What follows belongs to an exercise in optimizing a design on an open flow for small area; a production flow would make more cautious choices. The RTL was checked by simulation tests, not by an equivalence proof against the original design. Power and IR drop assume default switching activity.

--- design.v ---
`timescale 1ns / 1ps
module fifo_control
    #(
        parameter ADDR_WIDTH = 3
    )
    (
        input   clk,
        input   reset,
        input   r_en,
        input   w_en,
        output  empty,
        output  full,
        output  [ADDR_WIDTH - 1: 0] w_addr,
        output  [ADDR_WIDTH - 1: 0] r_addr
    );
    reg  [ADDR_WIDTH: 0] w_ptr_reg;
    reg  [ADDR_WIDTH: 0] r_ptr_reg;
    always @(posedge clk) begin
        if (reset)
            w_ptr_reg <= 0;
        else if (w_en & !full)
            w_ptr_reg <= w_ptr_reg + 1'b1;
    end
    always @(posedge clk) begin
        if (reset)
            r_ptr_reg <= 0;
        else if (r_en & !empty)
            r_ptr_reg <= r_ptr_reg + 1'b1;
    end
    assign empty  = (r_ptr_reg == w_ptr_reg);
    assign full   = (w_ptr_reg[ADDR_WIDTH-1:0] == r_ptr_reg[ADDR_WIDTH-1:0]) &
                    (w_ptr_reg[ADDR_WIDTH] ^ r_ptr_reg[ADDR_WIDTH]);
    assign w_addr = w_ptr_reg[ADDR_WIDTH-1:0];
    assign r_addr = r_ptr_reg[ADDR_WIDTH-1:0];
endmodule
`timescale 1ns / 1ps
module fifo_dual_port_ram_simple
    #(
        parameter DATA_WIDTH = 384,
        parameter ADDR_WIDTH = 3
    )
    (
        input                        clk,
        input                        w_en,
        input                        reset,
        input   [ADDR_WIDTH - 1 : 0] w_addr,
        input   [ADDR_WIDTH - 1 : 0] r_addr,
        input   [DATA_WIDTH - 1 : 0] w_data,
        output  [DATA_WIDTH  -1 : 0] r_data,
        output                       r_filled    
    );
    reg [DATA_WIDTH - 1: 0] mem [0: 2**ADDR_WIDTH - 1];
    reg word_all_filled;
    assign r_data   = mem[r_addr];
    assign r_filled = word_all_filled | (r_addr < w_addr);
    always @(posedge clk) begin
        if (w_en)
            mem[w_addr] <= w_data;
    end
    always @(posedge clk) begin
        if (reset)
            word_all_filled <= 1'b0;
        else if (w_en && w_addr == {ADDR_WIDTH{1'b1}})
            word_all_filled <= 1'b1;
    end
endmodule
`timescale 1ns / 1ps
module fifo_syn_depth8
    #(
        parameter DATA_WIDTH = 384,
        parameter ADDR_WIDTH = 3
    )
    (
        input   clk,
        input   reset,
        input   w_en,
        input   r_en,
        input   [DATA_WIDTH - 1: 0] w_data,
        output  empty,
        output  full,
        output  [DATA_WIDTH -1: 0] r_data,
        output  r_filled
    );
    wire [ADDR_WIDTH - 1: 0] w_addr;
    wire [ADDR_WIDTH - 1: 0] r_addr;
    fifo_dual_port_ram_simple #(
        .DATA_WIDTH(DATA_WIDTH),
        .ADDR_WIDTH(ADDR_WIDTH)
        )
    fifo_dual_port_ram_instance(
        .clk     (clk),
        .reset   (reset),
        .w_en    (w_en & ~full),
        .w_addr  (w_addr),
        .r_addr  (r_addr),
        .w_data  (w_data),
        .r_data  (r_data),
        .r_filled(r_filled)
        );
    fifo_control #(
        .ADDR_WIDTH(ADDR_WIDTH)
        )
    fifo_control_instance(
        .clk     (clk),
        .reset   (reset),
        .r_en    (r_en),
        .w_en    (w_en),
        .empty   (empty),
        .full    (full),
        .w_addr  (w_addr),
        .r_addr  (r_addr)
        );
endmodule
`timescale 1ns / 1ps
module osu_gen_data(
        input           clk,
        input           rst,
        input           enable,
        input  [1:0]    rsel,        
        output [7:0]    r_base,      
        output          p1_hdr,      
        output          p1_zero,     
        output          p2_hdr,
        output          p2_zero
    );
    reg [1:0] count_packet;
    reg [7:0] payload_count_byte;
    reg       osu_valid;
    reg [1:0] gen_count;             
    always @(posedge clk) begin
        if (rst) begin
            count_packet       <= 2'd0;
            payload_count_byte <= 8'hff;
            osu_valid          <= 1'b0;
            gen_count          <= 2'd0;
        end else begin
            osu_valid <= enable;
            if (enable) begin
                count_packet       <= count_packet + 2'd1;
                payload_count_byte <= payload_count_byte + ((count_packet == 2'd0) ? 8'd41 : 8'd48);
                if (gen_count != 2'd3)
                    gen_count <= gen_count + 2'd1;
            end
        end
    end
    wire [1:0] cp1 = osu_valid ? count_packet - 2'd1 : count_packet;
    reg [7:0] k;
    always @*
        case ({rsel, osu_valid, count_packet})
            5'b00_0_00: k = 8'd16;
            5'b00_0_01: k = 8'd16;
            5'b00_0_10: k = 8'd16;
            5'b00_0_11: k = 8'd16;
            5'b00_1_00: k = 8'd64;
            5'b00_1_01: k = 8'd57;
            5'b00_1_10: k = 8'd64;
            5'b00_1_11: k = 8'd64;
            5'b01_0_00: k = 8'd32;
            5'b01_0_01: k = 8'd32;
            5'b01_0_10: k = 8'd32;
            5'b01_0_11: k = 8'd32;
            5'b01_1_00: k = 8'd80;
            5'b01_1_01: k = 8'd73;
            5'b01_1_10: k = 8'd80;
            5'b01_1_11: k = 8'd80;
            5'b10_0_00: k = 8'd48;
            5'b10_0_01: k = 8'd41;
            5'b10_0_10: k = 8'd48;
            5'b10_0_11: k = 8'd48;
            5'b10_1_00: k = 8'd96;
            5'b10_1_01: k = 8'd89;
            5'b10_1_10: k = 8'd89;
            5'b10_1_11: k = 8'd96;
            5'b11_0_00: k = 8'd64;
            5'b11_0_01: k = 8'd57;
            5'b11_0_10: k = 8'd64;
            5'b11_0_11: k = 8'd64;
            5'b11_1_00: k = 8'd112;
            5'b11_1_01: k = 8'd105;
            5'b11_1_10: k = 8'd105;
            5'b11_1_11: k = 8'd112;
            default: k = 8'd0;
        endcase
    assign r_base  = payload_count_byte - k;
    assign p1_hdr  = (cp1 == 2'd1);
    assign p2_hdr  = (cp1 == 2'd2);
    assign p1_zero = osu_valid ? (gen_count <= 2'd1) : (gen_count == 2'd0);
    assign p2_zero = osu_valid ? (gen_count <= 2'd2) : (gen_count <= 2'd1);
endmodule
`timescale 1ns / 1ps
module odu_gen_data(
        input           clk,
        input           rst,
        input           enable,
        output [13:0]   word_out,
        output          valid_gen_out,
        output [1:0]    mfas_out,       
        output [3:0]    hdr_row         
        );
    localparam [3:0]
        STATE_IDLE          = 4'd0,
        STATE_OSU_WAIT      = 4'd1,
        STATE_OVERHEAR_ROW1 = 4'd2,
        STATE_PAYLOAD_ROW1  = 4'd3,
        STATE_END_ROW1      = 4'd4,
        STATE_OVERHEAR_ROW2 = 4'd5,
        STATE_PAYLOAD_ROW2  = 4'd6,
        STATE_END_ROW2      = 4'd7,
        STATE_OVERHEAR_ROW3 = 4'd8,
        STATE_PAYLOAD_ROW3  = 4'd9,
        STATE_END_ROW3      = 4'd10;
    reg [3:0]   state_reg;
    reg [6:0]   osu_count_reg;
    wire        osu_gen_enable_reg;
    reg         valid_gen_out_reg;
    reg [3:0]   odu_row_count_reg;
    reg [13:0]  word_reg;
    reg         word_set;        
    wire [7:0]  r_base;
    reg  [1:0]  rsel;
    wire        p1_hdr, p1_zero, p2_hdr, p2_zero;
    assign osu_gen_enable_reg = ~(state_reg == STATE_IDLE || state_reg == STATE_END_ROW3 ||
                                  (state_reg == STATE_PAYLOAD_ROW2 && osu_count_reg == 7'd78));
    osu_gen_data osu_gen_data_instance(
        .clk     (clk),
        .rst     (rst),
        .enable  (osu_gen_enable_reg & enable),
        .rsel    (rsel),
        .r_base  (r_base),
        .p1_hdr  (p1_hdr),
        .p1_zero (p1_zero),
        .p2_hdr  (p2_hdr),
        .p2_zero (p2_zero)
    );
    function [1:0] pmode;
        input       hdr;
        input       zero;
        input [1:0] c;
        pmode = zero ? 2'd0 : ((c == 2'd2) && hdr) ? 2'd2 : 2'd1;
    endfunction
    wire [1:0] p1c1 = pmode(p1_hdr, p1_zero, 2'd1);
    wire [1:0] p1c2 = pmode(p1_hdr, p1_zero, 2'd2);
    wire [1:0] p2c0 = pmode(p2_hdr, p2_zero, 2'd0);
    wire [1:0] p2c1 = pmode(p2_hdr, p2_zero, 2'd1);
    wire [1:0] p2c2 = pmode(p2_hdr, p2_zero, 2'd2);
    localparam [1:0] SPEC = 2'd3;
    reg [13:0] word_next;
    reg [3:0]  state_next;
    reg [6:0]  osu_count_next;
    reg        valid_next;
    reg [3:0]  row_next;
    always @* begin
        state_next          = state_reg;
        osu_count_next      = osu_count_reg;
        valid_next          = 1'b1;
        row_next            = odu_row_count_reg;
        word_next           = word_reg;
        rsel                = 2'd0;
        case (state_reg)
            STATE_IDLE: begin
                state_next          = STATE_OSU_WAIT;
                osu_count_next      = 7'd0;
                valid_next          = 1'b0;
                row_next            = 4'd0;
                word_next           = {2'd0, 2'd3, 10'd0};
            end
            STATE_OSU_WAIT: begin
                state_next = STATE_OVERHEAR_ROW1;
                valid_next = 1'b0;
            end
            STATE_OVERHEAR_ROW1: begin
                state_next     = STATE_PAYLOAD_ROW1;
                osu_count_next = osu_count_reg + 7'd1;
                row_next       = odu_row_count_reg + 4'd1;
                word_next      = {SPEC, p1c2, p1c1, 8'd0}; rsel = 2'd1;
            end
            STATE_PAYLOAD_ROW1: begin
                osu_count_next = osu_count_reg + 7'd1;
                word_next      = {p2c0, p1c2, p1c1, 8'd0}; rsel = 2'd1;
                if (osu_count_reg == 7'd78) state_next = STATE_END_ROW1;
            end
            STATE_END_ROW1: begin
                osu_count_next = 7'd0;
                state_next     = STATE_OVERHEAR_ROW2;
                word_next      = {p2c0, p1c2, SPEC, 8'd0}; rsel = 2'd1;
            end
            STATE_OVERHEAR_ROW2: begin
                state_next     = STATE_PAYLOAD_ROW2;
                osu_count_next = osu_count_reg + 7'd1;
                row_next       = odu_row_count_reg + 4'd1;
                word_next      = {SPEC, p2c1, p2c0, 8'd0}; rsel = 2'd3;
            end
            STATE_PAYLOAD_ROW2: begin
                osu_count_next = osu_count_reg + 7'd1;
                word_next      = {p2c2, p2c1, p2c0, 8'd0}; rsel = 2'd3;
                if (osu_count_reg == 7'd78)
                    state_next = STATE_END_ROW2;
            end
            STATE_END_ROW2: begin
                osu_count_next      = 7'd0;
                state_next          = STATE_OVERHEAR_ROW3;
                word_next           = {p1c2, p1c1, SPEC, 8'd0}; rsel = 2'd0;
            end
            STATE_OVERHEAR_ROW3: begin
                state_next     = STATE_PAYLOAD_ROW3;
                osu_count_next = osu_count_reg + 7'd1;
                row_next       = odu_row_count_reg + 4'd1;
                word_next      = {SPEC, p2c0, p1c2, 8'd0}; rsel = 2'd2;
            end
            STATE_PAYLOAD_ROW3: begin
                osu_count_next      = osu_count_reg + 7'd1;
                word_next           = {p2c1, p2c0, p1c2, 8'd0}; rsel = 2'd2;
                if (osu_count_reg == 7'd78)
                    state_next = STATE_END_ROW3;
            end
            STATE_END_ROW3: begin
                osu_count_next      = 7'd0;
                state_next          = STATE_OVERHEAR_ROW1;
                word_next           = {p2c1, p2c0, SPEC, 8'd0}; rsel = 2'd2;
            end
            default: begin
                state_next = STATE_IDLE;
                valid_next = valid_gen_out_reg;
            end
        endcase
    end
    always @(posedge clk) begin
        if (enable)
            word_reg <= {word_next[13:8], r_base};    
    end
    always @(posedge clk) begin
        if (rst)
            word_set <= 1'b0;
        else if (enable)
            word_set <= 1'b1;
    end
    always @(posedge clk) begin
        if (rst) begin
            valid_gen_out_reg  <= 1'b0;
            state_reg          <= STATE_IDLE;
            osu_count_reg      <= 7'd0;
            odu_row_count_reg  <= 4'd0;
        end else if (enable) begin
            valid_gen_out_reg  <= valid_next;
            state_reg          <= state_next;
            osu_count_reg      <= osu_count_next;
            odu_row_count_reg  <= (odu_row_count_reg == 4'd12) ? 4'd0 : row_next;
        end else
            valid_gen_out_reg  <= 1'b0;
    end
    wire [3:0] row_sub_1 = odu_row_count_reg - 4'd1;
    assign mfas_out      = {row_sub_1[3], ~row_sub_1[3] & row_sub_1[2]};
    assign hdr_row       = row_sub_1;
    assign word_out      = {word_reg[13:8] & {6{word_set}}, word_reg[7:0]};
    assign valid_gen_out = valid_gen_out_reg;
endmodule
module odu_word_decode #(parameter HAS_ONES = 1) (
        input  [13:0]  word,
        input  [3:0]   hdr_row,       
        output [383:0] data,
        output         frame_start,
        output         row_start
        );
    wire [1:0] m2 = word[13:12], m1 = word[11:10], m0 = word[9:8];
    wire       ones = HAS_ONES ? (m1 == 2'd3) : 1'b0;
    wire [3:0] l1 = word[3:0];
    wire [3:0] h  = word[7:4];
    wire [3:0] hp1 = h + 4'd1, hm1 = h - 4'd1, hm2 = h - 4'd2;
    wire       z0 = (m0 == 2'd2);
    wire [3:0] l0 = z0 ? l1 + 4'd9 : l1;
    wire       c0 = z0 & (l1 >= 4'd7);       
    wire [3:0] h0    = (z0 & ~c0) ? h   : hp1;
    wire [3:0] h0_m1 = (z0 & ~c0) ? hm1 : h;
    wire       z1 = (m1 == 2'd2);
    wire [3:0] l2 = z1 ? l1 - 4'd9 : l1;
    wire       b2c = z1 & (l1 >= 4'd9);      
    wire [3:0] h2    = b2c ? h   : hm1;
    wire [3:0] h2_m1 = b2c ? hm1 : hm2;
    odu_chunk_decode #(.KIND(2)) chunk2 (
        .l(l2), .h(h2), .hm1(h2_m1), .row(hdr_row), .ones(ones), .en_lo(m2[0] ^ m2[1]), .en_hi(m2[0] & ~m2[1]),
        .spec(m2[0] & m2[1]), .d(data[383:256]));
    odu_chunk_decode #(.KIND(0)) chunk1 (
        .l(l1), .h(h), .hm1(hm1), .row(4'd0), .ones(ones), .en_lo(m1[0] ^ m1[1]), .en_hi(m1[0] & ~m1[1]),
        .spec(1'b0), .d(data[255:128]));
    odu_chunk_decode #(.KIND(1)) chunk0 (
        .l(l0), .h(h0), .hm1(h0_m1), .row(4'd0), .ones(ones), .en_lo(m0[0] ^ m0[1]), .en_hi(m0[0] & ~m0[1]),
        .spec(m0[0] & m0[1]), .d(data[127:0]));
    assign row_start   = m2[0] & m2[1];
    assign frame_start = row_start & ~hdr_row[1] & ~hdr_row[0];
endmodule
module odu_chunk_decode #(parameter KIND = 0) (
        input  [3:0]   l,        
        input  [3:0]   h,        
        input  [3:0]   hm1,      
        input  [3:0]   row,
        input          ones,
        input          en_lo,
        input          en_hi,
        input          spec,
        output [127:0] d
        );
    function lt;
        input [3:0] x;
        input [3:0] c;
        input integer n;
        integer i;
        begin
            lt = 1'b0;
            for (i = 0; i < n; i = i + 1)
                lt = c[i] ? (~x[i] | lt) : (~x[i] & lt);
        end
    endfunction
    function cbit;
        input [3:0] bb;
        input integer j;
        input integer p;
        reg   [3:0] n;
        reg   [7:0] mf;
        begin
            if (KIND == 1)
                cbit = (p == 0 || p == 3 || p == 4 || p == 7);
            else if (KIND == 2) begin
                n  = {bb[1] & bb[0], bb[1] ^ bb[0], ~bb[0]};
                mf = {bb[3], bb[2], {6{bb[3] & bb[2]}}};
                if (j == 1)
                    cbit = (~bb[1] & ~bb[0]) ? mf[p] : n[p % 4];
                else
                    cbit = n[p % 4];
            end else
                cbit = 1'b0;
        end
    endfunction
    wire [7:0] b = {h, l};
    genvar j, p;
    generate
        for (j = 0; j < 16; j = j + 1) begin : g_byte
            wire en = (j < 9) ? en_lo : en_hi;
            for (p = 0; p < 8; p = p + 1) begin : g_bit
                wire raw0, raw1, sel;
                if (p >= 4) begin : g_hi
                    assign raw0 = h[p - 4];
                    assign raw1 = hm1[p - 4];
                    assign sel  = lt(b[3:0], j, 4);
                end else begin : g_lo
                    assign raw0 = b[p] ^ ((j >> p) & 1);
                    assign raw1 = ~b[p] ^ ((j >> p) & 1);
                    assign sel  = lt(b[3:0], j, p);
                end
                wire c  = cbit(row, j, p);
                wire g0 = ones | (en & raw0) | (spec & c);
                wire g1 = ones | (en & raw1) | (spec & c);
                assign d[8*j + p] = sel ? g1 : g0;
            end
        end
    endgenerate
endmodule
`timescale 1ns / 1ps
module odu_count_reg(
        input   clk,
        input   rst,
        input   enable_chid,
        input   chid_type,
        output  enable_gen_data
    );
    reg [16:0] value_count_reg;
    wire [17:0] value_sub_y = {1'b0, value_count_reg} - (chid_type ? 18'd9373 : 18'd74984);
    assign enable_gen_data = ~value_sub_y[17];
    always @(posedge clk) begin
        if (rst)
            value_count_reg <= 17'd0;
        else if (enable_chid) begin
            if (enable_gen_data)
                value_count_reg <= value_sub_y[16:0];
            else
                value_count_reg <= value_count_reg + (chid_type ? 17'd7 : 17'd9);
        end
    end
endmodule
`timescale 1ns / 1ps
module odu_count_gen_fifo(
    input           clk,
    input           rst,
    input           enable_chid,
    input           type_chid,
    input           fifo_read_enable,
    output          fifo_empty,
    output [394:0]  fifo_data_out,
    output [383:0]  data_chid,
    output          data_valid_chid
    );
    wire         enable_gen_data;
    wire [13:0]  word;
    wire [3:0]   hdr_row;
    wire         valid;
    wire [1:0]   mfas;
    wire [17:0]  fifo_entry;        
    wire         empty;
    wire         fifo_filled;
    wire [17:0]  fifo_word;         
    odu_count_reg odu_count_reg_instance(
        .clk             (clk),
        .rst             (rst),
        .enable_chid     (enable_chid),
        .chid_type       (type_chid),
        .enable_gen_data (enable_gen_data)
    );
    odu_gen_data odu_gen_data_instance(
        .clk           (clk),
        .rst           (rst),
        .enable        (enable_gen_data),
        .word_out      (word),
        .valid_gen_out (valid),
        .mfas_out      (mfas),
        .hdr_row       (hdr_row)
    );
    fifo_syn_depth8 #(
        .DATA_WIDTH(18),
        .ADDR_WIDTH(1)
        )
    fifo_syn_depth8_instace (
        .clk    (clk),
        .reset  (rst),
        .w_en   (valid),
        .r_en   (fifo_read_enable & ~empty),
        .w_data ({mfas, hdr_row[1:0], word}),
        .empty  (empty),
        .full   (),
        .r_data (fifo_entry),
        .r_filled(fifo_filled)
        );
    assign fifo_word = {fifo_entry[17:16] & {2{fifo_filled}}, fifo_entry[15:14],
                        fifo_entry[13:8] & {6{fifo_filled}}, fifo_entry[7:0]};
    wire fifo_frame_start, fifo_row_start;
    odu_word_decode data_decode(
        .word        (word),
        .hdr_row     (hdr_row),
        .data        (data_chid),
        .frame_start (),
        .row_start   ()
    );
    odu_word_decode #(.HAS_ONES(0)) fifo_decode(
        .word        (fifo_word[13:0]),
        .hdr_row     (fifo_word[17:14]),
        .data        (fifo_data_out[393:10]),
        .frame_start (fifo_frame_start),
        .row_start   (fifo_row_start)
    );
    assign fifo_data_out[394]   = |fifo_word[13:8];
    assign fifo_data_out[9]     = fifo_frame_start;
    assign fifo_data_out[8]     = fifo_row_start;
    assign fifo_data_out[7:0]   = {fifo_word[17:16], 6'd0};
    assign fifo_empty           = empty;
    assign data_valid_chid      = valid;
endmodule
--- flow/run.sh ---
#!/bin/bash
# The standard flow with these changes:
#  - after the standard synthesis, the combinational cells are re-mapped for
#    area (remap.sh); the flip-flops are left exactly as synthesis made them;
#  - the port buffers use the smallest buffer cell (sky130_fd_sc_hd__buf_1);
#  - clock tree synthesis inserts no dummy loads.
set -euo pipefail
export BUFFER_PORTS_ARGS="-buffer_cell sky130_fd_sc_hd__buf_1"
export CTS_ARGS="-sink_clustering_enable -repair_clock_nets -buf_list sky130_fd_sc_hd__clkbuf_16 -dont_use_dummy_load"
RES=orfs/results/${FLOW_PLATFORM:-sky130hd}/odu_count_gen_fifo/base
bash standard.sh synth > log_1_standard_synth.txt 2>&1
cp $RES/1_2_yosys.v 1_2_yosys_standard.v
bash flow/remap.sh 1_2_yosys_standard.v 1_2_yosys_remap.v log_2_remap_yosys.txt
cp 1_2_yosys_remap.v $RES/1_2_yosys.v
touch $RES/1_2_yosys.v
bash standard.sh > log_3_standard_finish.txt 2>&1
--- flow/remap.sh ---
#!/bin/bash
# remap.sh IN.v OUT.v LOG
# Re-maps the combinational cells of the standard synthesis netlist IN.v for
# area with ABC's area mapper, keeping every flip-flop instance (name, cell
# type, connections and the names of the nets its Q pin drives) unchanged.
set -euo pipefail
IN=$1; OUT=$2; LOG=$3
FLOW=${FLOW_HOME:-/OpenROAD-flow-scripts/flow}
LIB=$FLOW/platforms/sky130hd/lib/sky130_fd_sc_hd__tt_025C_1v80.lib
YOSYS=$(command -v yosys || echo /OpenROAD-flow-scripts/tools/install/yosys/bin/yosys)
SEQ=$(grep -o 'sky130_fd_sc_hd__[a-z0-9_]*' $IN | sort -u | grep -E '__(e?s?df|dl|sdl|edf)' | tr '\n' ' ')
DU=""
for c in $(grep -o 'sky130_fd_sc_hd__\(lpflow_[a-z0-9_]*\|probe[a-z_0-9]*\)' $LIB | sort -u); do DU="$DU -dont_use $c"; done
A="strash;dch,-f;amap,-F,10,-A,10;topo"
cat > ${OUT%.v}.ys <<EOY
read_liberty -ignore_miss_func $LIB
read_verilog $IN
hierarchy -top odu_count_gen_fifo
blackbox $SEQ
flatten
rename -hide w:_*_.*
opt_clean
stat -liberty $LIB
abc -liberty $LIB $DU -script +$A;$A;$A;$A
read_liberty -lib -overwrite $LIB
splitnets
opt_clean -purge
hilomap -singleton -hicell sky130_fd_sc_hd__conb_1 HI -locell sky130_fd_sc_hd__conb_1 LO
insbuf -buf sky130_fd_sc_hd__buf_4 A X
check -assert
stat -liberty $LIB
write_verilog -noattr -nohex -nodec $OUT
EOY
$YOSYS -s ${OUT%.v}.ys > $LOG 2>&1
--- standard.sh ---
#!/bin/bash
# synth_recipe.tcl (not shown) runs the flow's synth.tcl, then flattens the netlist and writes it again
# the make line also repeats each setting of config.mk as NAME=value (left out here)
make -C /OpenROAD-flow-scripts/flow DESIGN_CONFIG=/design/flow/config.mk WORK_HOME=/design/flow/orfs CLKGATE_MAP_FILE= SYNTH_SCRIPT=/design/flow/synth_recipe.tcl "${@:-finish}"
--- config.mk ---
export PLATFORM = sky130hd
export DESIGN_NAME = odu_count_gen_fifo
export DESIGN_NICKNAME = odu_count_gen_fifo
export VERILOG_FILES = /design/flow/design.v
export SDC_FILE = /design/flow/constraint.sdc
export NUM_CORES = 4
export LEC_CHECK = 0
export ABC_AREA = 1
export CAP_MARGIN = 20
export CORE_AREA = 4 4 276 276
export CTS_BUF_LIST = sky130_fd_sc_hd__clkbuf_16
export DIE_AREA = 0 0 280 280
export GPL_TIMING_DRIVEN = 0
export PLACE_DENSITY = 0.6
export SLEW_MARGIN = 20
--- constraint.sdc ---
create_clock -name core_clock -period 6.0 [get_ports {clk}]
set_input_delay 1.2000 -clock core_clock [delete_from_list [all_inputs] [get_ports {clk}]]
set_output_delay 1.2000 -clock core_clock [all_outputs]
set_load 0.01 [all_outputs]
==> run notes, run 1 <==
Global routing
The number of global-route vias before repair is 17,400. The number of antenna violations at the first check in global routing was 5. The global-route congestion overflow total is 0. Entering global routing, the biggest net connects 72 pins. The first-pass GRT wire length is between 100,000 and 150,000 um. The combined global-route utilization of all metal layers is a little over a fifth.

CTS
Counting every sink on the clock net gives 103. The later pin in the worst-skew pair is clocked with a latency of 0.35 ns. The clock tree synthesis step divided the H-tree into 3 levels.

In this run the deepest clock path goes through 2 buffers. The number of buffers inserted during clock tree synthesis is 9. The cell sitting at the root of the clock tree is a sky130_fd_sc_hd__clkbuf_16. The number of hold buffers added after CTS is 0. The register clock-pin slew on the reported worst setup and hold paths is roughly 0.06 ns. The CTS tree is yes.

Floorplanning
The die covers 78,400 sq um. The die span in x is between 200 and 300 um. The die outline height is 280 um. The number of core rows is 99. During I/O placement, the number of pins put on the boundary was 786. The total area inside the core boundary comes to 73,200 sq um. The initial core utilization is 17.5%.

Placement
The congestion estimate from routability-driven global placement came to a little under 1. Port buffering added 779 buffers. The post-placement setup slack is -3.33 ns. The half-perimeter wire length after placement is approximately 74,000 um.

Finish
The footprint of the flip-flops and latches is around 2600 sq um. The final-stage net count is 2,876. From synthesis to final layout, the design area changed by 41.2%.

The share of the core filled with cells in the final layout is between 20% and 30%. The register with the most flip-flops in the layout has 36 of them. Fill cells in the final layout number 8,505. The multi-input gate area in the final layout is between 7000 and 8000 sq um.

In the final layout, the share of cells above drive strength 1 is 13.9%.

Run status
The flow ran to the end and the layout has no timing, DRC or antenna violations.

Timing
The final-layout setup total negative slack is 0 ns. After layout, the worst setup slack is between 0.2 and 0.25 ns. The final hold violation count is 0. The actual slew at the worst max-slew pin is between 1 and 1.5 ns. The maximum clock rate is between 150 and 200 MHz. Hold is met by 0.456 ns. The number of setup violations in the final report is 0. The number of pins exceeding their max-slew limit in the final report was 0. The headroom to the max-slew limit is between 20% and 30%. Between clock sinks in the finished design, the worst skew comes to 0.0160 ns. The time the final worst path needs with I/O delays and setup is between 5 and 6 ns.

The ratio of final minimum period to clock period is a little over nine tenths.

Min path
The start point of the worst min-delay path is odu_gen_data_instance.osu_count_reg[6]. The path type of the worst min-delay path is reg -> reg. Counting instances, the worst hold path has a depth of 1. For hold timing, the worst endpoint is odu_gen_data_instance.osu_count_reg[6].

Setup path
For the worst flop-to-flop path, the logic depth is 21. STA classifies the critical path startpoint as a flip-flop. Data arrives at the worst endpoint at about 4.6 ns. The sort of element at the end of the critical path is an output port. The critical path is of the reg -> out type. In this run the worst path has a maximum fanout of 18.

STA puts the critical path data required time at approximately 4.8 ns. The worst register-to-register path has a setup slack of 1.38 ns. In this run the critical register-to-register path is launched from odu_count_reg_instance.value_count_reg[2]. The worst register-to-register path ends at odu_gen_data_instance.osu_count_reg[6].

Detailed routing
The total wire length is 92,000 um. The first-pass iteration count of the detailed router is 8. In the routed design, unresolved DRC markers number 0. In the final routed layout, each cell accounts on average for 24.0 um. The count of nets left with antenna violations once routing finished came out at 0.

The number of design-rule violations left by the first detailed-router iteration is about 2,500. The number of vias per cell is between 5 and 6. The overall via count from detail_route is approximately 20,000.

Synthesis
The post-synthesis cell area is ~13,000 sq um. The number of instances in the synthesized netlist is a little over 2,000. The count of yosys warnings during synthesis is 8. The per-instance average area after synthesis is approximately 6.3 sq um.

Job
The number of maximum-capacitance constraint violations is 0.

Power
Dividing total power by cell area gives a power density of about 73 nW/um^2. The maximum vdd drop is between 0.0001 and 0.00015 V. Total power for the finished layout comes to 1.31 mW. Summed over all cells, the static leakage comes to between 6 and 7 nW.
[placed cells by master, fill, tap and decap left out, drive strengths merged, types with 2 or more instances in the layout]
cell      instances
and3              3
o21ai           205
nand3             9
conb              6
a22oi            14
a31oi            11
nor2b             3
edfxtp           50
clkbuf           10
o32ai             5
o22a             12
dfxtp            53
a221o             2
nor4              2
buf            1047
a211oi            9
o221ai           15
clkinvlp          3
clkinv          286
nand2b            2
o211ai            5
nand2           108
o31ai             9
a221oi            5
or2              14
nor3             34
o21a              6
a21oi           110
inv               3
o22ai           439
nor2            373
[area by class of cell]
type / count / share of cell area [%]
multi-input cells: 1417 / 43.5
inverters: 292 / 6.37
flip-flops and latches: 103 / 14.2
clock buffers: 9 / 1.25
diodes: 1 / 0.0139
repair buffers: 813 / 18.3
well taps: 959 / 6.65
plain buffers: 235 / 9.75
[worst max-delay path by stage]
stage                                           start  cells past startpoint                 end  slack [ns]
CTS                 odu_gen_data_instance.word_reg[9]                     13      data_chid[119]        0.05
floorplan                                   flip-flop                     16  fifo_data_out[296]        0.09
global placement                            flip-flop                     13  fifo_data_out[389]       -4.54
detailed placement                          flip-flop                     17  fifo_data_out[288]       -3.33
finish                                      flip-flop                     12   fifo_data_out[46]        0.22
global route                                flip-flop                     15   fifo_data_out[78]       -0.02
[worst max-delay path: stages (launching register included)]
cell	delay, ns
sky130_fd_sc_hd__dfxtp_4	0.38
sky130_fd_sc_hd__clkinv_4	0.18
sky130_fd_sc_hd__o221ai_4	0.40
sky130_fd_sc_hd__clkinv_1	0.32
sky130_fd_sc_hd__nor2_4	0.31
sky130_fd_sc_hd__clkinv_1	0.22
sky130_fd_sc_hd__nor2_1	0.25
sky130_fd_sc_hd__nand2_1	0.22
sky130_fd_sc_hd__o21ai_0	0.78
sky130_fd_sc_hd__a21oi_4	0.23
sky130_fd_sc_hd__a21boi_2	0.28
sky130_fd_sc_hd__o32ai_1	0.43
sky130_fd_sc_hd__buf_1	0.24
[layer usage]
metal	part of all wire (%)	GRT usage (%)
met1	40	27.9
met2	44	33.4
met3	12	7.19
met4	4.0	7.88
met5	0.016	0
[per-stage QoR]
| stage | instance area (sq um) | cells |
|---|---|---|
| 4_1_cts | 17900 | 3821 |
| 3_5_place_dp | 17200 | 3797 |
| 5_1_grt | 18100 | 3828 |
| 2_1_floorplan | 12800 | 2046 |
| 6_report | 18100 | 3829 |
| 3_3_place_gp | 16900 | 3784 |
[where the power goes]
part           internal, mW  total (mW)  switching [mW]
Clock                 0.265       0.498           0.233
Combinational        0.0262      0.0737          0.0475
Sequential            0.735       0.740         0.00508
Total                  1.03        1.31           0.286
[repair_timing]
item / CTS / global route
gates cloned: 1 / 0
buffers inserted: 14 / 7
resized for setup: 102 / 42
endpoints found under the hold margin: 0 / 0
setup endpoints to repair: 509 / 156
pin swaps: 5 / 4
==> run 2: changes to the inputs <==
--- a/config.mk
+++ b/config.mk
@@ -12,4 +12,4 @@
 export DIE_AREA = 0 0 280 280
-export GPL_TIMING_DRIVEN = 0
 export PLACE_DENSITY = 0.6
+export SETUP_SLACK_MARGIN = 0.1
 export SLEW_MARGIN = 20
==> run 2 against run 1 <==
Compared with the run above: first-iteration DRC count fell by 7.8%; cell area fell by 8.5%; wire length grew 0.21%; setup slack worse by 0.00077 ns; critical path type unchanged; critical endpoint is now fifo_data_out[81]; largest power group unchanged; highest routed layer is now met4.
==> run notes, run 2 <==
Detailed routing
The number of vias per cell is between 5 and 6. The number of design-rule violations left by the first detailed-router iteration is between 2,000 and 2,500. The detailed-routed wire length on met3 is roughly 12,000 um. The pre-antenna-repair detailed-routing pass consisted of 6 iterations. The routed design uses 39,400 um of met2 wire. The overall via count from detail_route is between 15,000 and 20,000. For this block, the routed nets add up to 92,100 um of wire.

After detailed routing, the average wire length per cell comes to 25.3 um. The post-route antenna net violation count is 0. The post-detailed-route DRC marker count is 0. The detailed-routing wirelength on met1 is approximately 37,000 um.

The highest routed metal layer is met4.

Setup path
Across all register-to-register paths, the minimum setup slack is about 1.9 ns. The signal on the critical path passes through clkinv_2, buf_4, o22ai_1, clkinv_1, nor2_1, nand2_1, nor2_1, a21oi_1, o22ai_1, nor2_1, o21ai_0, o21ai_0, buf_1. The worst path buffer plus inverter count is 4. The kind of cell with the highest combined delay along the critical path is compound AO/OA/AOI/OAI gates. The number of cells on the worst reg-to-reg path is 22.

Of all nets on the critical path, the largest fanout is 12. The cell at the slowest stage of the critical path is sky130_fd_sc_hd__o21ai_0. The type of element launching the critical path is a flip-flop. The data arrival time of the critical path is 4.58 ns. The worst setup path is captured at an output port. In this run the number of cells on the critical path is 13. The kind of critical path is reg -> out. The delay of the slowest cell on the worst path is 0.95 ns. The data required time of the worst path is 4.80 ns. Among the stages of the critical path, the cell type that occurs most often is sky130_fd_sc_hd__nor2_1.

CTS
The CTS tree is yes. The number of buffers inserted during clock tree synthesis is 9. After clock tree synthesis, the clock-pin slew on the worst setup and hold paths is 0.06 ns. The cell chosen for the clock root is sky130_fd_sc_hd__clkbuf_16. The clock reaches the later pin of the worst-skew pair after approximately 0.36 ns. CTS saw a little over 100 sinks. The clock tree buffer depth is 2. The number of hold buffers added after CTS is 0. The H-tree was split into 3 levels.

Power
The total power density per cell area is roughly 80 nW/um^2. For this design the static power due to leakage is slightly above 5 nW. The total power of the final layout is ~1.3 mW.

The maximum vdd drop is ~0.00013 V.

Floorplanning
The core region is about 73,000 sq um. The floorplan step set the die width to 280 um. From bottom edge to top edge, the die measures 280 um. The initial core utilization is about 17%. The number of core rows is just under 100.

For this design the top-level I/O count stands at 786. The full die area is slightly below 80,000 sq um.

Finish
The area added between synthesis and finish is 29.2%. The number of fill cells is roughly 8,500. The register with the most flip-flops in the layout has 36 of them.

The most common cell after layout, fill and taps aside is sky130_fd_sc_hd__buf_1. The library cells used most frequently in the layout, excluding fill and tap cells, are sky130_fd_sc_hd__buf_1, sky130_fd_sc_hd__o22ai_1, sky130_fd_sc_hd__nor2_1. The share of post-route cells with drive strength above 1 is under 10%.

After the flow finishes, the layout carries non-filler instances totaling roughly 3,600. The repair_antennas step left the layout with diodes totalling 0. The final-stage net count is between 2,000 and 3,000.

Global routing
The number of global-route vias before repair was 17,000. The total overflow left after global routing is 0. The first-pass GRT wire length is 125,000 um.

The combined global-route utilization of all metal layers is a little over a fifth. Entering global routing, the biggest net connects 51 pins. The number of antenna violations at the first check in global routing came to 4.

Timing
The worst path meets setup with between 0.2 and 0.25 ns of slack. Setup repair after global routing could not meet its margin everywhere. The headroom to the max-slew limit is 16.1%. The final critical path takes up 96.3% of the cycle. The time the final worst path needs with I/O delays and setup is between 5 and 6 ns. For the pin with the worst max-slew slack, the measured transition is approximately 1.2 ns.

After routing, the total negative slack on setup checks comes to 0 ns. The final hold violation count is 0. Setup violations remaining at the end of the flow were counted as 0. Derived from the worst setup path, the maximum achievable clock frequency is ~170 MHz. Across the routed clock network, the largest skew measured is roughly 0.026 ns. The number of pins exceeding their max-slew limit in the final report is 0.

Run status
The run finished with no timing, DRC or antenna violations.

Placement
The half-perimeter wire length after placement is between 70,000 and 80,000 um. The congestion estimate from routability-driven global placement came to around 1.0. The instance count after placement with tap cells included is between 3,000 and 4,000. At the placement stage, the worst setup path has a slack of between 0.1 and 0.15 ns. The count of input and output buffers is slightly below 800.

Synthesis
The count of yosys warnings during synthesis is 8. Dividing the synthesized area by the synthesized cell count gives about 6.3 sq um. Summing every instance area after synthesis gives ~13,000 sq um. After technology mapping, the gate count stands at between 2,000 and 2,500.

Min path
Counting instances, the worst hold path has a depth of 2. The path type of the worst min-delay path is reg -> reg.

Job
Max-cap violations in this run came to 0.
run 2: cell types whose count changed in the layout (fill, tap and decap cells not counted), moves of 9 or more:
| cell | change |
|---|---|
| sky130_fd_sc_hd__o21ai_0 | +17 |
| sky130_fd_sc_hd__buf_4 | -164 |
| sky130_fd_sc_hd__o21ai_1 | -12 |
| sky130_fd_sc_hd__clkinv_2 | -12 |
| sky130_fd_sc_hd__buf_2 | -17 |
| sky130_fd_sc_hd__nor2_2 | -9 |
| sky130_fd_sc_hd__buf_12 | +14 |
| sky130_fd_sc_hd__clkinv_1 | +15 |
| sky130_fd_sc_hd__buf_1 | -12 |
| sky130_fd_sc_hd__nor2_1 | +17 |
run 2: repair_timing:
| action | 4_1_cts | 5_1_grt |
|---|---|---|
| pin swaps | 0 | 1 |
| endpoints found under the setup margin | 45 | 145 |
| resized for setup | 5 | 49 |
| gates cloned | 0 | 0 |
| setup buffers | 1 | 1 |
run 2: worst paths after layout:
kind / startpoint / end
max reg2reg: odu_count_reg_instance.value_count_reg[2] / flip-flop
max: flip-flop / fifo_data_out[81]
min reg2reg: flip-flop / flip-flop
min: flip-flop / flip-flop
run 2: stage by stage:
step | hold slack [ns] | utilization [%] | area (sq um)
floorplan | 0.410 | - | 12800
global placement | 0.427 | 22.0 | 16100
detailed placement | 0.430 | 22.0 | 16100
CTS | 0.439 | 22.3 | 16300
global route | 0.462 | 22.6 | 16500
finish | 0.435 | 22.6 | 16500
run 2: layout make-up:
| type | count | area [sq um] | share of cell area (%) |
|---|---|---|---|
| multi-input cells | 1416 | 7570 | 45.9 |
| clock buffers | 9 | 225 | 1.36 |
| repair buffers | 860 | 3840 | 23.3 |
| flip-flops and latches | 103 | 2560 | 15.5 |
| well taps | 959 | 1200 | 7.26 |
| inverters | 292 | 1110 | 6.72 |
run 2: routing by layer:
| metal | vias to the layer above | track usage [%] |
|---|---|---|
| met5 | - | 0 |
| met4 | 0 | 7.72 |
| met3 | 215 | 8.24 |
| met2 | 1412 | 32.7 |
| met1 | 9004 | 28.2 |
| li1 | 8576 | - |
run 2: report_power, final:
part / internal [mW] / switching (mW) / total, mW
registers: 0.735 / 0.00489 / 0.740
logic: 0.0237 / 0.0463 / 0.0700
clock network: 0.265 / 0.232 / 0.497
run 2: tightest hold or removal path, cell delays in order, from the launching register on:
cell and delay [ns]:
sky130_fd_sc_hd__dfxtp_1 0.30, sky130_fd_sc_hd__clkinv_1 0.04, sky130_fd_sc_hd__a21oi_1 0.05
==> run 3: changes to the inputs <==
--- a/config.mk
+++ b/config.mk
@@ -8,3 +8,3 @@
 export ABC_AREA = 1
-export CAP_MARGIN = 20
+export CAP_MARGIN = 5
 export CORE_AREA = 4 4 276 276
@@ -14,2 +14,2 @@
 export SETUP_SLACK_MARGIN = 0.1
-export SLEW_MARGIN = 20
+export SLEW_MARGIN = 5
==> run 3 against run 2 <==
Compared with the run above: still clean; area after synthesis unchanged; synthesized cell count stayed put; clock power shrank 1%; global-route usage is 0.12 points lower; sequential share of layout area hardly changed; critical path depth stayed put; total power fell by 0.40%; clock skew about the same; non-clock buffer count did not move; final cell count unchanged; highest routed layer is now met5.
==> run notes, run 3 <==
Run status
The flow ran to the end and the layout has no timing, DRC or antenna violations.

Setup path
The signal on the critical path passes through clkinv_2, buf_4, o22ai_1, clkinv_1, nor2_1, nand2_1, nor2_1, a21oi_1, o22ai_1, nor2_1, o21ai_0, o21ai_0, buf_1. The worst path buffer plus inverter count is 4. The flop-to-flop setup slack is between 1.5 and 2 ns. STA puts the critical path data required time at 4.80 ns.

At the worst endpoint, the arrival time is roughly 4.5 ns. The kind of critical path is reg -> out. The critical path's top delay family is compound AO/OA/AOI/OAI gates. The critical path crosses 13 cells after its start point.

Among all stages on the critical path, the largest delay is contributed by sky130_fd_sc_hd__o21ai_0. For this run, the slowest stage of the critical path takes roughly 0.95 ns. By instance count, the cell type seen most on the critical path is sky130_fd_sc_hd__nor2_1. Counting cells, the worst reg-to-reg path comes to 21.

The sort of element at the end of the critical path is an output port. The reg-to-reg critical path startpoint is odu_count_reg_instance.value_count_reg[2]. The worst setup path is launched from a flip-flop. The largest fanout on the critical path is 12. The critical path capture point is fifo_data_out[81].

Detailed routing
Summed over all layers, the routed wires come to 92,100 um. The overall via count from detail_route is between 15,000 and 20,000. In the routed layout, each cell is associated on average with a via count of approximately 5.3. In this run, the number of DRC markers left after iteration 0 of detailed routing was between 2,000 and 2,500. In the routed design, unresolved DRC markers number 0. Once detail routing completed, the nets flagged for antenna violations numbered 0. The pre-antenna-repair detailed-routing pass consisted of 7 iterations. After detailed routing, the average wire length per cell comes to 25.3 um.

Global routing
The number of global-route vias before repair came to approximately 17,000. The global-route congestion overflow total is 0. The number of antenna violations at the first check in global routing came to 4. Global routing used between 20% and 30% of the available tracks. The first global-routing pass estimated around 130,000 um of wire.

The pin count of the biggest net entering global routing is 51.

Power
The leakage component of the power is around 5 nW. In this run the power density over the cells is between 70 and 80 nW/um^2. VDD sags by at most around 0.00012 V.

Finish
The share of post-route cells with drive strength above 1 is approximately 6.4%. The area added between synthesis and finish is 29.0%. The number of antenna diodes in the final layout is 0. The net count of the finished layout is roughly 2,700. The flip-flop count of the largest register, all copies and words added is 36. The layout has 8,485 filler cells. The library cell used most frequently in the layout, excluding fill and tap cells, is sky130_fd_sc_hd__buf_1.

The library cells used most frequently in the layout, excluding fill and tap cells, are sky130_fd_sc_hd__buf_1, sky130_fd_sc_hd__o22ai_1, sky130_fd_sc_hd__nor2_1. With fillers left out, the area of the finished cells amounts to approximately 16,000 sq um.

Timing
The number of setup violations in the final report is 0. Across the routed clock network, the largest skew measured is 0.0257 ns. Timing would allow up to 174 MHz. The time the final worst path needs with I/O delays and setup is ~5.7 ns.

The final worst setup slack is ~0.26 ns. The number of pins exceeding their max-slew limit in the final report is 0. The ratio of final minimum period to clock period is between 90 and 100%. The final hold violation count is 0. The final-layout setup total negative slack is 0 ns. Setup repair after global routing could not meet its margin everywhere. The actual slew at the worst max-slew pin is roughly 1.3 ns. The headroom to the max-slew limit is 10.1%.

Min path
The worst hold path belongs to the class reg -> reg.

CTS
Counting every sink on the clock net gives between 100 and 150. The number of clock buffers added by TritonCTS is 9. The H-tree depth is 3. The register clock-pin slew on the reported worst setup and hold paths is 0.05 ns.

The CTS tree is yes. The clock network latency to the later pin of the worst-skew pair is 0.35 ns. The cell chosen for the clock root is sky130_fd_sc_hd__clkbuf_16. Counting along the longest clock path gives a buffer depth of 2.

Floorplanning
In this run the count of I/O pins placed on the die edge is between 700 and 800. The area of the core is 73,200 sq um. In this run the vertical extent of the chip is 280 um. The initial core utilization is ~17%.

The die is ~280 um wide. The floorplan step defined a die boundary enclosing roughly 80,000 sq um. The number of core rows is around 100.

Placement
The cell area reported after detailed placement is ~16,000 sq um. Routability-driven placement finished with a final weighted congestion of about 1.0. The HPWL after detailed placement is 75,400 um. The count of input and output buffers is 779. Prior to clock tree synthesis, the placed netlist has a worst setup slack of 0.0943 ns.

Job
Across the run, the number of max-cap violations was 0.

Synthesis
The number of instances in the synthesized netlist is between 2,000 and 2,500. The post-synthesis cell area is 12,800 sq um. The Yosys step of the flow raised 8 warnings. The per-instance average area after synthesis is approximately 6.3 sq um.
run 3: changes by cell type in the layout (fill, tap and decap cells not counted), sizes merged:
cell / delta
clkinvlp: -1
clkinv: +1
run 3: cell type report:
class	instances	area (sq um)	area share, %
multi-input cells	1416	7560	45.8
repair buffers	860	3840	23.3
flip-flops and latches	103	2560	15.5
well taps	959	1200	7.27
inverters	292	1110	6.71
clock buffers	9	225	1.37
run 3: where the power goes:
part / switching [mW] / internal (mW)
Sequential: 0.00495 / 0.735
Combinational: 0.0464 / 0.0237
Clock: 0.227 / 0.265
run 3: worst min-delay path by stage:
stage | to | slack [ns] | cells after the start
global placement | flip-flop | 0.43 | 2
CTS | flip-flop | 0.44 | 2
finish | flip-flop | 0.43 | 2
global route | flip-flop | 0.46 | 2
floorplan | flip-flop | 0.41 | 2
detailed placement | flip-flop | 0.43 | 2
run 3: metal layers:
metal | routed length, um | track usage, %
met3 | 12200 | 8.54
met4 | 4120 | 8.76
met5 | 17 | 0
met2 | 39200 | 32.2
met1 | 36600 | 27.6
run 3: tightest hold or removal path: cells and delay by family, from the launching register on:
kind                   cells  cell delay (ns)
flip-flops                 1             0.30
buffers and inverters      1             0.04
AO/OA/AOI/OAI              1             0.05
run 3: repair_timing:
item / in CTS / in global routing
gates resized for setup: 7 / 42
hold buffers: 0 / 0
endpoints found under the setup margin: 44 / 146
pin swaps: 0 / 1
setup buffers: 2 / 1
run 3: stage by stage:
stage | power [mW] | utilization (%) | instances | hold slack, ns
finish | 1.30 | 22.5 | 3639 | 0.433
global route | 1.36 | 22.5 | 3639 | 0.461
CTS | 1.32 | 22.3 | 3638 | 0.438
detailed placement | 0.825 | 22.0 | 3627 | 0.430
floorplan | 0.806 | - | 2046 | 0.410
global placement | 0.825 | 22.0 | 3627 | 0.427
==> run 4: changes to the inputs <==
--- a/flow/run.sh
+++ b/flow/run.sh
@@ -5,4 +5,8 @@
 #  - the port buffers use the smallest buffer cell (sky130_fd_sc_hd__buf_1);
-#  - clock tree synthesis inserts no dummy loads.
+#  - clock tree synthesis inserts no dummy loads;
+#  - global placement is not timing driven (GPL_TIMING_DRIVEN 0), and the
+#    synthesis buffers it would have removed are removed before it
+#    (pre_global_place.tcl).
 set -euo pipefail
+export PRE_GLOBAL_PLACE_TCL=$(pwd)/flow/pre_global_place.tcl
 export BUFFER_PORTS_ARGS="-buffer_cell sky130_fd_sc_hd__buf_1"
==> flow/pre_global_place.tcl (new file) <==
# remove the buffers synthesis inserted, as global placement does when it is
# timing driven
remove_buffers
--- a/config.mk
+++ b/config.mk
@@ -8,3 +8,3 @@
 export ABC_AREA = 1
-export CAP_MARGIN = 5
+export CAP_MARGIN = 20
 export CORE_AREA = 4 4 276 276
@@ -12,4 +12,5 @@
 export DIE_AREA = 0 0 280 280
+export GPL_TIMING_DRIVEN = 0
 export PLACE_DENSITY = 0.6
 export SETUP_SLACK_MARGIN = 0.1
-export SLEW_MARGIN = 5
+export SLEW_MARGIN = 20
==> run 4 against run 3 <==
Compared with the run above: wire length is 0.45% lower; area after synthesis is the same; hold slack gained 0.038 ns; still clean on timing, DRC and antenna; maximum frequency rose by 0.32%; via count down 0.59%; clock-buffer cell count is the same; global-route usage down 0.063 points; die area unchanged; clock power hardly changed.
==> run notes, run 4 <==
Timing
The clock period could shrink to between 5 and 6 ns. Timing would allow up to about 170 MHz. The headroom to the max-slew limit is between 10% and 20%. The ratio of final minimum period to clock period is a little over nine tenths. The worst path meets setup with 0.280 ns of slack. The number of setup violations in the final report is 0. The clock skew after layout is approximately 0.023 ns. Setup repair after global routing could not meet its margin everywhere. The actual slew at the worst max-slew pin is between 1 and 1.5 ns.

The number of pins exceeding their max-slew limit in the final report is 0. The final hold violation count is 0.

Floorplanning
In this run the core area contains just under 100 standard-cell rows. The die is 280 um wide. The count of pins on the block boundary is between 700 and 800. The full die area is approximately 80,000 sq um. The die outline height is 280 um. The initial utilization of the core area, before any placement, comes to 17.5%.

The core region is around 73,000 sq um.

Finish
Summing all multi-input logic gate instances after layout gives between 7000 and 8000 sq um. The final-stage net count is about 2,700. 0 antenna diodes ended up in the layout.

The post-route netlist has slightly below 7% of its cells at a drive strength greater than 1. The finished cells cover between 15,000 and 20,000 sq um. Cells fill ~22% of the core in the end.

In the layout the commonest cells are sky130_fd_sc_hd__buf_1, sky130_fd_sc_hd__o22ai_1, sky130_fd_sc_hd__nor2_1. The most common cell after layout, fill and taps aside is sky130_fd_sc_hd__buf_1. The sequential cells in the finished layout cover a total of ~2600 sq um. The number of fill cells is 8,477. The flip-flop count of the largest register, all copies and words added is 36. The area growth from synthesis to layout is 28.5%.

The post-route non-filler standard cell count is around 3,600.

Detailed routing
After detailed routing, the average wire length per cell comes to 25.5 um. Once detail routing completed, the nets flagged for antenna violations numbered 0. The post-detailed-route DRC marker count is 0.

For this block, the routed nets add up to approximately 92,000 um of wire. The routed layout has 19,100 vias. In the routed layout, each cell is associated on average with a via count of around 5.3. The number of design-rule violations left by the first detailed-router iteration is ~2,200.

The first TritonRoute pass finished after 6 iterations.

Placement
After detailed placement, the design holds a cell count of around 3,600. Timing analysis after detailed placement gives a worst setup slack of -3.29 ns. The congestion estimate from routability-driven global placement came to slightly below 1. Detailed placement ended at an HPWL of ~74,000 um. In this run the tool buffered the top-level ports with between 700 and 800 buffer cells. The cell area reported after detailed placement is between 15,000 and 20,000 sq um.

Setup path
The sort of element at the end of the critical path is an output port. The data required time of the worst path is between 4 and 5 ns. The largest fanout on the critical path is 10.

Data arrives at the worst endpoint at 4.52 ns. The type of element launching the critical path is a flip-flop. By startpoint and endpoint, the worst setup path is classified as reg -> out.

Synthesis
The post-synthesis cell area is about 13,000 sq um. The number of instances in the synthesized netlist is 2,041. For this run, the number of Yosys warnings is 8. The per-instance average area after synthesis is roughly 6.3 sq um.

Global routing
The global-route congestion overflow total is 0. Entering global routing, the biggest net connects 72 pins. The first global-routing pass estimated around 120,000 um of wire. The number of antenna violations at the first check in global routing is 1. The number of global-route vias before repair was approximately 17,000. Across every metal layer, demand over resource in global routing totals 21.4%.

CTS
The clock net in this run drives a total of 103 sinks. Buffers inserted during clock tree synthesis total 9. CTS placed an instance of sky130_fd_sc_hd__clkbuf_16 at the clock tree root.

For the worst-skew pair, the clock arrives at the later sink with an insertion delay of approximately 0.35 ns. Counting along the longest clock path gives a buffer depth of 2. The CTS tree is yes. The H-tree was split into 3 levels. Clock-pin slew was measured on the worst setup and hold paths at about 0.07 ns.

Power
In this run the power density over the cells is between 70 and 80 nW/um^2. Across the VDD grid, the largest voltage drop is around 0.00009 V. For this design the static power due to leakage is between 5 and 6 nW.

The total power of the final layout is around 1.3 mW.

Job
The number of maximum-capacitance constraint violations is 0.

Min path
The worst hold path belongs to the class reg -> reg.

Run status
The flow ran to the end and the layout has no timing, DRC or antenna violations.
run 4: metal layers:
metal,track usage [%],wire (um)
met1,27.8,36900
met2,32.0,39100
met3,8.12,11300
met4,8.84,4410
met5,0,0
run 4: what timing repair did:
item	in CTS	in global routing
hold buffers	0	0
buffers inserted	15	16
pin swaps	6	6
gates cloned	1	0
endpoints found under the setup margin	479	214
gates resized for setup	109	51
run 4: final timing paths:
kind                                                           startpoint  cells after the start  slack, ns                                endpoint
worst max-delay path                    odu_gen_data_instance.word_reg[1]                     12       0.28                          data_chid[123]
worst min register to register     odu_gen_data_instance.osu_count_reg[1]                      2       0.47  odu_gen_data_instance.osu_count_reg[1]
worst max register to register  odu_count_reg_instance.value_count_reg[2]                     21       1.50                               flip-flop
worst min-delay path               odu_gen_data_instance.osu_count_reg[1]                      2       0.47  odu_gen_data_instance.osu_count_reg[1]
run 4: cell type report:
type	instances	area share, %
Inverter	292	7.08
Timing Repair Buffer	823	20.6
Sequential cell	103	15.6
Multi-Input combinational cell	1417	48.1
Clock buffer	9	1.37
Tap cell	959	7.30
run 4: critical path: stages, from the launching register on:
cell and delay (ns):
sky130_fd_sc_hd__edfxtp_1 0.54, sky130_fd_sc_hd__buf_4 0.32, sky130_fd_sc_hd__nor2_1 0.10, sky130_fd_sc_hd__nor2_1 0.59, sky130_fd_sc_hd__o22ai_4 0.30, sky130_fd_sc_hd__nor2_1 0.52, sky130_fd_sc_hd__clkinv_1 0.43, sky130_fd_sc_hd__o21ai_0 0.55
sky130_fd_sc_hd__clkinv_1 0.29, sky130_fd_sc_hd__nor2_1 0.18, sky130_fd_sc_hd__nand2_1 0.07, sky130_fd_sc_hd__nand2_1 0.10, sky130_fd_sc_hd__buf_1 0.16
run 4: where the power goes:
part,total [mW],switching (mW),internal (mW)
Clock,0.492,0.227,0.265
Sequential,0.741,0.00554,0.735
Combinational,0.0685,0.0462,0.0224
Total,1.30,0.279,1.02
run 4: through the flow:
stage	setup TNS (ns)	hold WS [ns]
3_3_place_gp	-1272.56	0.426
5_1_grt	0	0.494
4_1_cts	0	0.458
6_report	0	0.471
3_5_place_dp	-415.18	0.432
2_1_floorplan	0	0.410
==> run 5: changes to the inputs <==
--- a/config.mk
+++ b/config.mk
@@ -14,3 +14,3 @@
 export PLACE_DENSITY = 0.6
-export SETUP_SLACK_MARGIN = 0.1
+export SETUP_SLACK_MARGIN = 0.05
 export SLEW_MARGIN = 20
==> run 5 against run 4 <==
Compared with the run above: cell area decreased by 0.23%; critical path depth decreased by 4; via count decreased by 0.18%; clock power increased by 2%; critical endpoint is now fifo_data_out[239]; largest cell class unchanged.
==> run notes, run 5 <==
Floorplanning
The die covers between 70,000 and 80,000 sq um. From left edge to right edge, the die measures approximately 280 um. The die outline height is ~280 um. The count of pins on the block boundary is about 800. The area of the core is between 70,000 and 80,000 sq um.

The initial utilization of the core area, before any placement, comes to approximately 17%. Row generation in the floorplan step produced slightly below 100 rows.

Global routing
The number of global-route vias before repair is approximately 17,000. The combined global-route utilization of all metal layers is 21.1%. The number of antenna violations at the first check in global routing is 2. The pin count of the biggest net entering global routing is 72. The total overflow left after global routing is 0. The first-pass GRT wire length is approximately 120,000 um.

Timing
Derived from the worst setup path, the maximum achievable clock frequency is 170 MHz. Adding up every negative setup slack in the final design gives 0 ns. In this run the tightest slew margin relative to its limit is a little under a quarter. Clock skew on the completed layout was measured at 0.0267 ns.

The final worst setup slack is 0.133 ns. At the pin with the least slew margin, the transition time is around 1.1 ns. Setup repair after global routing could not meet its margin everywhere.

The ratio of final minimum period to clock period is a little over nine tenths. The number of pins exceeding their max-slew limit in the final report was 0. The number of setup violations in the final report is 0. The final hold violation count is 0. Subtracting the final worst setup slack from the clock period gives 5.87 ns.

Setup path
The data arrival time of the critical path is around 4.7 ns. The flop-to-flop setup slack is between 1.5 and 2 ns. The data required time of the worst path is 4.80 ns. The sort of element at the end of the critical path is an output port. The number of cells on the worst reg-to-reg path is 21.

The kind of critical path is reg -> out. The worst path buffer plus inverter count is 3. The largest single stage delay on the critical path is a little under 0.8 ns. In this run the critical register-to-register path is launched from odu_count_reg_instance.value_count_reg[2].

Of all nets on the critical path, the largest fanout is 21. Walking the worst path, the cells encountered are clkinv_1, o21ai_4, o221ai_2, nor2_1, clkinvlp_4, or2_0, o22ai_1, buf_1. Among cell families on the critical path, the largest total delay comes from simple AND/OR/NAND/NOR gates. The cell at the slowest stage of the critical path is sky130_fd_sc_hd__nor2_1.

Following the worst setup path forward leads to its endpoint at fifo_data_out[239]. The type of element launching the critical path is a flip-flop. The instance count on the critical path is 8.

CTS
The CTS tree is yes. Clock tree synthesis inserted a total of 9 buffers. The count of clock tree sinks is 103.

At the later pin of the worst-skew pair, clock insertion delay measures about 0.36 ns. The H-tree was split into 3 levels. The cell chosen for the clock root is sky130_fd_sc_hd__clkbuf_16. The register clock-pin slew on the reported worst setup and hold paths is 0.08 ns.

In this run the deepest clock path goes through 2 buffers.

Finish
The cell area after layout is approximately 16,000 sq um. Across the whole layout, storage elements account for ~2600 sq um. For this run, the share of the core covered by cells in the final layout is 22.4%.

The number of fill cells is between 8,000 and 9,000. The flip-flop count of the largest register, all copies and words added is 36. For this run, the post-layout net count is about 2,600. The finished layout holds roughly 3,600 standard cells, fillers aside. The repair_antennas step left the layout with diodes totalling 0. The most common cell after layout, fill and taps aside is sky130_fd_sc_hd__buf_1. The multi-input gate area in the final layout is ~7900 sq um.

The area added between synthesis and finish is 28.2%. Leaving out fill and tap cells, the most frequent cells in the layout are sky130_fd_sc_hd__buf_1, sky130_fd_sc_hd__o22ai_1, sky130_fd_sc_hd__nor2_1. The post-route netlist has under 10% of its cells at a drive strength greater than 1.

Synthesis
The number of instances in the synthesized netlist is ~2,000. In this run the cell area of the synthesized design comes to 12,800 sq um. After synthesis, the mean cell area works out to ~6.3 sq um. The count of yosys warnings during synthesis is 8.

Power
The switching power is around 290 uW. Across the VDD grid, the largest voltage drop is about 0.00013 V. Per report_power, the clock group accounts for a little under two fifths of the total.

Cell internal power was estimated by the tool at around 1 mW. Net switching is a little over a fifth of the power. Dividing total power by cell area gives a power density of 79.9 nW/um^2.

The leakage component of the power is between 4 and 5 nW. Registers are responsible for roughly 56% of the overall power. Combinational logic is responsible for approximately 5.2% of the overall power.

Detailed routing
The first-pass iteration count of the detailed router is 6. The number of vias per cell is ~5.3. The post-route antenna net violation count is 0.

The highest routed metal layer is met4. The mean routed wirelength per cell is 25.2 um. The number of design-rule violations left by the first detailed-router iteration is approximately 2,200. Wire segments on met2 add up to about 39,000 um in the final route. The total wire length is 90,600 um. For this run, design rule violations remaining after detail routing come to 0.

The overall via count from detail_route is between 15,000 and 20,000. The detailed-routed wire length on met3 is 11,200 um. The detailed router put a total of 36,600 um of wire on met1.

Run status
The run finished with no timing, DRC or antenna violations.

Placement
At the placement stage, the worst setup path has a slack of -3.50 ns. The final weighted congestion of routability-driven global placement is a little under 1. The count of input and output buffers is between 700 and 800. Once placement completed, the tool counted placed cells totaling between 3,000 and 4,000.

In this run the cell area measured after placement is ~15,000 sq um. The wire-length estimate of the detail-placed layout is ~73,000 um.

Job
Across the run, the number of max-cap violations was 0.

Min path
The tightest min-delay check is of the reg -> reg type.
-- run 5: area by class of cell --
class / count / area share, %
sequential: 103 / 15.7
clock buffer: 9 / 1.37
multi-input combinational: 1417 / 48.3
inverter: 292 / 7.08
tap: 959 / 7.32
timing repair buffer: 817 / 20.3
-- run 5: per-stage QoR --
stage	power, mW	hold slack, ns
2_1_floorplan	0.806	0.410
5_1_grt	1.37	0.490
4_1_cts	1.32	0.455
3_5_place_dp	0.823	0.432
3_3_place_gp	0.822	0.429
6_report	1.31	0.457
-- run 5: per-layer routing --
metal  vias up  global-route usage [%]
met5         -                       0
met4         0                    8.65
met3       203                    8.00
met2      1396                    31.8
met1      8994                    27.2
li1       8480                       -
-- run 5: worst min-delay path by stage --
stage,startpoint,endpoint,cells after the start
after floorplan,flip-flop,flip-flop,2
after global placement,flip-flop,flip-flop,2
after detailed placement,flip-flop,flip-flop,2
after global routing,odu_gen_data_instance.osu_count_reg[6],odu_gen_data_instance.osu_count_reg[6],1
final,odu_gen_data_instance.osu_count_reg[6],odu_gen_data_instance.osu_count_reg[6],1
after CTS,flip-flop,flip-flop,2
-- run 5: timing repair --
item,4_1_cts,5_1_grt
pin swaps,7,4
gates resized for setup,105,48
setup endpoints to repair,516,141
hold buffers,0,0
cloned,1,0
buffers inserted,17,6
-- run 5: power groups by stage --
stage                     Combinational [mW]  Sequential, mW  Clock (mW)
final                                 0.0684           0.740       0.501
after global routing                  0.0763           0.740       0.550
after CTS                             0.0674           0.740       0.518
after detailed placement              0.0669           0.756           0
after global placement                0.0660           0.756           0
after floorplan                       0.0512           0.755           0
==> run 6: changes to the inputs <==
--- a/config.mk
+++ b/config.mk
@@ -9,8 +9,8 @@
 export CAP_MARGIN = 20
-export CORE_AREA = 4 4 276 276
+export CORE_AREA = 4 4 266 266
 export CTS_BUF_LIST = sky130_fd_sc_hd__clkbuf_16
-export DIE_AREA = 0 0 280 280
+export DIE_AREA = 0 0 270 270
 export GPL_TIMING_DRIVEN = 0
 export PLACE_DENSITY = 0.6
-export SETUP_SLACK_MARGIN = 0.05
+export SETUP_SLACK_MARGIN = 0.1
 export SLEW_MARGIN = 20
==> run 6 against run 5 <==
Compared with the run above: die area is 7.0% lower; total power fell by 0.22%; final cell count shrank 2.3%; largest power group unchanged; maximum frequency up 0.58%; register-to-register slack worse by 0.18 ns; highest routed layer unchanged; area after synthesis unchanged; critical path type unchanged; wire length is 1.6% lower; via count shrank 0.28%; critical endpoint is now fifo_data_out[136].
==> run notes, run 6 <==
Timing
Timing would allow up to roughly 170 MHz. The ratio of final minimum period to clock period is between 90% and 100%. Across all setup checks in the final design, the least slack found is roughly 0.17 ns.

The final hold violation count came to 0. Setup repair after global routing could not meet its margin everywhere. The time the final worst path needs with I/O delays and setup is between 5 and 6 ns. The number of setup violations in the final report is 0. The actual slew at the worst max-slew pin is about 1.2 ns.

Headroom to the max-slew limit came out at between 10% and 20%. The clock skew after layout is between 0.01 and 0.015 ns. The final-layout setup total negative slack is 0 ns. The number of pins exceeding their max-slew limit in the final report is 0. Hold is met by 0.456 ns.

Floorplanning
During I/O placement, the number of pins put on the boundary was a little under 800. The number of core rows is 95. The full die area is 72,900 sq um. The initial core utilization is about a fifth. The die span in x is 270 um. The area of the core is between 60,000 and 70,000 sq um. From bottom edge to top edge, the die measures around 270 um.

Global routing
The first global-routing pass estimated about 130,000 um of wire. The pin count of the biggest net entering global routing is 72. The global-route congestion overflow total is 0.

The number of antenna violations at the first check in global routing was 0. The number of global-route vias before repair was around 17,000. The combined global-route utilization of all metal layers is a little under a quarter.

Setup path
The sort of element at the end of the critical path is an output port. At the worst endpoint, the arrival time is between 4 and 5 ns. The data required time of the worst path is approximately 4.8 ns.

The kind of critical path is reg -> out. The largest fanout on the critical path is 12. STA classifies the critical path startpoint as a flip-flop.

Synthesis
The count of yosys warnings during synthesis is 8. After synthesis the cells add up to ~13,000 sq um. The average instance in the mapped netlist occupies approximately 6.3 sq um. The number of instances in the synthesized netlist is 2,041.

CTS
The clock network latency to the later pin of the worst-skew pair is about 0.35 ns. The tree is rooted in a sky130_fd_sc_hd__clkbuf_16. CTS saw slightly above 100 sinks.

TritonCTS built the clock tree. TritonCTS created 9 clock buffers. The number of hold buffers added after CTS was 0. The H-tree depth is 3. The clock passes through at most 2 buffers. The register clock-pin slew on the reported worst setup and hold paths is about 0.07 ns.

Finish
The final-stage net count is around 2,600. The library cells used most frequently in the layout, excluding fill and tap cells, are sky130_fd_sc_hd__buf_1, sky130_fd_sc_hd__o22ai_1, sky130_fd_sc_hd__nor2_1. The register with the most flip-flops in the layout has 36 of them. The number of antenna diodes is 0. Leaving out fill and tap cells, the most frequent cell in the layout is sky130_fd_sc_hd__buf_1. Compared with the post-synthesis result, the final layout area differs by 26.9%. The share of post-route cells with drive strength above 1 is approximately 6.4%.

The share of the core filled with cells in the final layout is 24.0%.

Placement
The final weighted congestion of routability-driven global placement is roughly 1. During placement, the flow inserted port buffers numbering between 700 and 800. The HPWL after detailed placement is about 73,000 um. The post-placement setup slack is -2.91 ns.

Power
In this run switching power makes up between 20 and 25% of total power. The combinational share of power is ~5.3%. IR analysis of the VDD net gives a maximum drop of between 0.00009 and 0.0001 V. The clock share of power is 38.1%. In this run the power density over the cells is roughly 81 nW/um^2. The internal power of the cells totals ~1 mW. Sequential cells burn a little under three fifths of the power. For this design the total switching power over the nets is between 200 and 300 uW. The total power of the final layout is 1.31 mW.

The leakage component of the power is a little under 5 nW.

Detailed routing
The detail route stage leaves a number of antenna-violating nets equal to 0. The mean routed wirelength per cell is roughly 25 um. In the routed design, unresolved DRC markers number 0.

Across all layers, the routed design uses around 19,000 vias. The final layout contains routed wiring with a total length of approximately 89,000 um. The number of design-rule violations left by the first detailed-router iteration is ~2,300. The first detailed-routing pass ran for 7 iterations. Using the TritonRoute via totals, the vias-per-cell ratio works out to roughly 5.4.

Job
The tool flagged a number of max-cap violations equal to 0.

Run status
The flow ran to the end and the layout has no timing, DRC or antenna violations.

Min path
In this run the worst hold path is classified as reg -> reg.
==> run 6: power groups by stage <==
stage | Combinational (mW) | Sequential (mW) | Clock [mW]
after detailed placement | 0.0674 | 0.756 | 0
final | 0.0689 | 0.740 | 0.498
after global routing | 0.0773 | 0.740 | 0.538
after floorplan | 0.0512 | 0.755 | 0
after global placement | 0.0660 | 0.756 | 0
after CTS | 0.0681 | 0.740 | 0.514
==> run 6: worst paths after layout <==
kind,to,slack [ns],depth (start not counted),startpoint
worst max register to register,flip-flop,1.49,20,odu_count_reg_instance.value_count_reg[2]
worst min-delay path,odu_gen_data_instance.osu_count_reg[6],0.46,1,odu_gen_data_instance.osu_count_reg[6]
worst min register to register,odu_gen_data_instance.osu_count_reg[6],0.46,1,odu_gen_data_instance.osu_count_reg[6]
worst max-delay path,fifo_data_out[136],0.17,16,flip-flop
==> run 6: timing repair <==
action,in CTS,in global routing
setup buffers,11,16
hold endpoints to repair,0,0
endpoints found under the setup margin,472,191
resized for setup,103,48
gates cloned,2,0
pin swaps,8,5
==> run 6: area by class of cell <==
class	count	area, sq um
Multi-Input combinational cell	1418	7880
Inverter	292	1160
Timing Repair Buffer	818	3300
Fill cell	7861	51400
Clock buffer	9	225
Tap cell	873	1090
Sequential cell	103	2570
==> run 6: metrics by stage <==
stage / instances / area (sq um)
3_5_place_dp: 3475 / 15300
6_report: 3513 / 16200
2_1_floorplan: 2046 / 12800
5_1_grt: 3513 / 16200
3_3_place_gp: 3463 / 15100
4_1_cts: 3497 / 15900
==> run 6: per-layer routing <==
layer	routed length (um)	part of all wire, %	vias to the layer above	track usage (%)
li1	-	-	8514	-
met1	35900	40	8986	29.0
met2	38500	43	1341	34.9
met3	11200	13	179	8.00
met4	3640	4.1	0	8.23
met5	0	0	-	0.395
==> run 6: critical path: stages, from the launching register on <==
cell and delay [ns]:
sky130_fd_sc_hd__dfxtp_4 0.36, sky130_fd_sc_hd__buf_4 0.21, sky130_fd_sc_hd__o22ai_4 0.32, sky130_fd_sc_hd__buf_4 0.28
sky130_fd_sc_hd__nor2_1 0.13, sky130_fd_sc_hd__nand2_1 0.19, sky130_fd_sc_hd__clkinv_1 0.21, sky130_fd_sc_hd__nor2_1 0.30
sky130_fd_sc_hd__clkinv_1 0.29, sky130_fd_sc_hd__o22ai_4 0.31, sky130_fd_sc_hd__clkinv_2 0.24, sky130_fd_sc_hd__nor2_4 0.26
sky130_fd_sc_hd__clkinv_1 0.21, sky130_fd_sc_hd__nor2_2 0.32, sky130_fd_sc_hd__clkinv_1 0.20, sky130_fd_sc_hd__o22ai_1 0.21
sky130_fd_sc_hd__buf_1 0.23

Setup slack of run 6, layout unchanged: 0.167 ns with ideal ports, 0.119 ns with driving cells assumed (clock clkbuf_16, inputs buf_2), 0.297 ns with port delays also shifted by the 0.394 ns mid clock arrival.
